Context: an optimization exercise on an open-source flow, tuned for small area. The choices shown serve that exercise and are no tape-out recipe. At most, simulation tests tie the RTL to the original design; equivalence was not proved. Power and IR drop assume default switching activity.

## beta
==> flow/design.v (excerpt) <==
module WTA
#(
	parameter  MAXDISPARITY = 64 ,
	parameter  LPDI_WIDTH = 8 ,
	parameter  INPUTDATAWID = 513,
	parameter  OUTPUTDATAWID = 9
  )
(
	input wire                      clk,
	input wire                      en,
	input wire                      pixelEN,
	input  wire[INPUTDATAWID-1:0]   LPDi,
	output wire[OUTPUTDATAWID-1:0]  disparity
);
wire step = en & pixelEN;
wire n1;
wire n2;
wire n3;
wire n4;
wire n5;
wire n6;
wire n7;
wire n8;
wire n9;
wire n10;
wire n11;
wire n12;
wire n13;
wire n14;
wire n15;
wire n16;
wire n17;
wire n18;
wire n19;
wire n20;
wire n21;
wire n22;
wire n23;
wire n24;
wire n25;
wire n26;
wire n27;
wire n28;
wire n29;
wire n30;
wire n31;
wire n32;
wire n33;
wire n34;
wire n35;
wire n36;
wire n37;
wire n38;
wire n39;
wire n40;
wire n41;
wire n42;
wire n43;
wire n44;
wire n45;
wire n46;
wire n47;
wire n48;
wire n49;
wire n50;
wire n51;
wire n52;
wire n53;
wire n54;
wire n55;
wire n56;
wire n57;
wire n58;
wire n59;
wire n60;
wire n61;
wire n62;
wire n63;
wire n64;
wire n65;
wire n66;
wire n67;
wire n68;
wire n69;
wire n70;
wire n71;
wire n72;
wire n73;
wire n74;
wire n75;
wire n76;
wire n77;
wire n78;
wire n79;
wire n80;
wire n81;
wire n82;
wire n83;
wire n84;
wire n85;
wire n86;
wire n87;
wire n88;
wire n89;
wire n90;
wire n91;
wire n92;
wire n93;
wire n94;
wire n95;
wire n96;
wire n97;
wire n98;
wire n99;
wire n100;
wire n101;
wire n102;
wire n103;
wire n104;
wire n105;
wire n106;
wire n107;
wire n108;
wire n109;
wire n110;
wire n111;
wire n112;
wire n113;
wire n114;
wire n115;
wire n116;
wire n117;
wire n118;
wire n119;
wire n120;
wire n121;
wire n122;
wire n123;
wire n124;
wire n125;
wire n126;
wire n127;
wire n128;
wire n129;
wire n130;
wire n131;
wire n132;
wire n133;
wire n134;
wire n135;
wire n136;
wire n137;
wire n138;
wire n139;
wire n140;
wire n141;
wire n142;
wire n143;
wire n144;
wire n145;
wire n146;
wire n147;
wire n148;
wire n149;
wire n150;
wire n151;
wire n152;
wire n153;
wire n154;
  ...
Size in the first run: ~1300 cells after synthesis, about 11000 µm² of cells after synthesis.
export LEC_CHECK = 0
export CAP_MARGIN = 20
export CORE_MARGIN = 2
export CORE_UTILIZATION = 40
export SLEW_MARGIN = 20
create_clock -name core_clock -period 6.67 [get_ports {clk}]
standard.sh (not shown) runs the stock make flow with config.mk's settings and CLKGATE_MAP_FILE= SYNTH_SCRIPT=/design/flow/synth_recipe.tcl, a recipe that flattens the netlist after the stock synthesis.
==> flow/flow/run.sh <==
#!/bin/bash
set -euo pipefail
W=$PWD
PLAT="$FLOW_HOME/platforms/$FLOW_PLATFORM"
bash standard.sh synth > "$W/synth_ref.log" 2>&1
cp orfs/results/"$FLOW_PLATFORM"/WTA/base/1_2_yosys.v "$W/ref_synth.v"
python3 flow/map.py "$FLOW_DESIGN" "$W/ref_synth.v" "$W/mapped.v" > "$W/map.log" 2>&1
sed 's/\bmodule WTA\b/module WTA_rtl/' "$FLOW_DESIGN" > "$W/rtl_ref.v"
iverilog -g2012 -DFUNCTIONAL -DUNIT_DELAY=#0 -o "$W/selfcheck.vvp" flow/selfcheck_tb.v "$W/rtl_ref.v" \
  "$PLAT/verilog/primitives.v" "$PLAT/verilog/sky130_fd_sc_hd.v" "$W/mapped.v" > "$W/selfcheck.log" 2>&1
vvp -n "$W/selfcheck.vvp" >> "$W/selfcheck.log" 2>&1
grep -q "SELFCHECK PASS" "$W/selfcheck.log"
rm -rf orfs
bash standard.sh SYNTH_NETLIST_FILES="$W/mapped.v" \
  "BUFFER_PORTS_ARGS=-buffer_cell sky130_fd_sc_hd__buf_1" GPL_TIMING_DRIVEN=0 CORE_UTILIZATION=35 finish > "$W/layout.log" 2>&1
Other scripts of this flow, unchanged in this note and not shown: flow/flow/map.py, flow/flow/selfcheck_tb.v
## Diff of input files: alpha against beta
diff --git a/flow/flow/run.sh b/flow/flow/run.sh
--- a/flow/flow/run.sh
+++ b/flow/flow/run.sh
@@ -13,3 +13,3 @@
 rm -rf orfs
 bash standard.sh SYNTH_NETLIST_FILES="$W/mapped.v" \
-  "BUFFER_PORTS_ARGS=-buffer_cell sky130_fd_sc_hd__buf_1" GPL_TIMING_DRIVEN=0 CORE_UTILIZATION=35 finish > "$W/layout.log" 2>&1
+  "BUFFER_PORTS_ARGS=-buffer_cell sky130_fd_sc_hd__buf_1" GPL_TIMING_DRIVEN=0 finish > "$W/layout.log" 2>&1
## What came out
Delta (alpha minus beta): wire length dropped about 1.5%, maximum achievable frequency now smaller.
alpha went all the way through the flow, and no timing, DRC or antenna check failed.
Looking at pre-CTS setup slack, alpha sits 0.23 ns above beta.
Between beta and alpha, the flow reports sum of internal, switching and leakage power increasing slightly.
The largest vdd supply drop in beta is 0.69 times that in alpha.
alpha against beta: static power due to leakage has decreased, wire length of the first global-routing pass went down by 1.5%, multi-input gate share of the layout cell area rose 0.29 points.
alpha — final weighted congestion in routability-driven placement about 5% lower, beta as reference

---

Another version of the RTL of WTA (not shown whole).
Size in the first run: roughly 0.010 mm2 of cells after synthesis.
Settings: LEC_CHECK=0, CAP_MARGIN=20, CORE_MARGIN=2, CORE_UTILIZATION=40, SLEW_MARGIN=20; clock period 6.67 ns.
==> flow/flow/run.sh <==
#!/bin/bash
set -euo pipefail
W=$PWD
PLAT="$FLOW_HOME/platforms/$FLOW_PLATFORM"
bash standard.sh synth > "$W/synth_ref.log" 2>&1
cp orfs/results/"$FLOW_PLATFORM"/WTA/base/1_2_yosys.v "$W/ref_synth.v"
python3 flow/map.py "$FLOW_DESIGN" "$W/ref_synth.v" "$W/mapped.v" > "$W/map.log" 2>&1
sed 's/\bmodule WTA\b/module WTA_rtl/' "$FLOW_DESIGN" > "$W/rtl_ref.v"
iverilog -g2012 -DFUNCTIONAL -DUNIT_DELAY=#0 -o "$W/selfcheck.vvp" flow/selfcheck_tb.v "$W/rtl_ref.v" \
  "$PLAT/verilog/primitives.v" "$PLAT/verilog/sky130_fd_sc_hd.v" "$W/mapped.v" > "$W/selfcheck.log" 2>&1
vvp -n "$W/selfcheck.vvp" >> "$W/selfcheck.log" 2>&1
grep -q "SELFCHECK PASS" "$W/selfcheck.log"
rm -rf orfs
bash standard.sh SYNTH_NETLIST_FILES="$W/mapped.v" \
  "BUFFER_PORTS_ARGS=-buffer_cell sky130_fd_sc_hd__buf_1" GPL_TIMING_DRIVEN=0 CORE_UTILIZATION=35 PLACE_DENSITY=0.50 "CTS_ARGS=-sink_clustering_enable -repair_clock_nets -buf_list sky130_fd_sc_hd__clkbuf_8 -dont_use_dummy_load" finish > "$W/layout.log" 2>&1
Other scripts of this flow, unchanged in this note and not shown: flow/flow/map.py, flow/flow/selfcheck_tb.v
The baseline finished clean.
Change:
--- a/flow/flow/run.sh
+++ b/flow/flow/run.sh
@@ -14,2 +14,2 @@
 bash standard.sh SYNTH_NETLIST_FILES="$W/mapped.v" \
-  "BUFFER_PORTS_ARGS=-buffer_cell sky130_fd_sc_hd__buf_1" GPL_TIMING_DRIVEN=0 CORE_UTILIZATION=35 PLACE_DENSITY=0.50 "CTS_ARGS=-sink_clustering_enable -repair_clock_nets -buf_list sky130_fd_sc_hd__clkbuf_8 -dont_use_dummy_load" finish > "$W/layout.log" 2>&1
+  "BUFFER_PORTS_ARGS=-buffer_cell sky130_fd_sc_hd__buf_1" GPL_TIMING_DRIVEN=0 CORE_UTILIZATION=35 PLACE_DENSITY=0.50 CTS_BUF_LIST=sky130_fd_sc_hd__clkbuf_8 finish > "$W/layout.log" 2>&1
Outcome: Count of clock-buffer cells in the layout is unchanged; setup slack got worse by 0.045 ns; die area does not change; synthesized cell count stays the same.
Change:
--- a/flow/flow/run.sh
+++ b/flow/flow/run.sh
@@ -14,2 +14,2 @@
 bash standard.sh SYNTH_NETLIST_FILES="$W/mapped.v" \
-  "BUFFER_PORTS_ARGS=-buffer_cell sky130_fd_sc_hd__buf_1" GPL_TIMING_DRIVEN=0 CORE_UTILIZATION=35 PLACE_DENSITY=0.50 CTS_BUF_LIST=sky130_fd_sc_hd__clkbuf_8 finish > "$W/layout.log" 2>&1
+  "BUFFER_PORTS_ARGS=-buffer_cell sky130_fd_sc_hd__buf_1" GPL_TIMING_DRIVEN=0 CORE_UTILIZATION=35 PLACE_DENSITY=0.70 CTS_BUF_LIST=sky130_fd_sc_hd__clkbuf_8 finish > "$W/layout.log" 2>&1
- The changed run finished with timing, DRC and antenna clean
- total power went up slightly
- hold slack barely changes
- flip-flop and latch count stays the same
- die area is unchanged
- cell area rises slightly
- maximum frequency went down slightly
- global-route usage went up by 0.45 points
- wire length increases by a few percent
- first-iteration DRC count increases by about a fifth
No functional check of the RTL was part of any run of this note.

-- static timing again, ports no longer ideal --
In the flow no input, the clock included, has a driving cell. The finished layouts below were timed again as built, in two steps.
Step 1: set_driving_cell puts a clkbuf_16 on clk and a buf_2 on each other input, an assumption about the parent block.
Step 2, shift: input delay + t, output delay - t, t = (earliest + latest rising clock arrival at the registers) / 2. This alone moves slack from input paths to output paths.
Three values: no drivers, after step 1, after step 2; two values: the first two.
run	shift t [ns]	setup WS [ns]	hold WS [ns]
beta	0.373	0.255 / 0.231 / -0.142	0.415 / 0.415 / 0.415
alpha	0.379	0.193 / 0.214 / -0.165	0.417 / 0.417 / 0.417
the first run of note 2	0.373	0.307 / 0.314 / -0.060	0.397 / 0.397 / 0.397
the second run of note 2	0.378	0.262 / 0.257 / -0.121	0.416 / 0.416 / 0.416
the third run of note 2	0.368	0.206 / 0.205 / -0.164	0.418 / 0.418 / 0.418
With both steps, setup timing fails in every run listed, where it was met with ideal ports. The setup slack of beta, which loses most, moves by -0.024 ns with the drivers and by -0.397 ns with both steps.
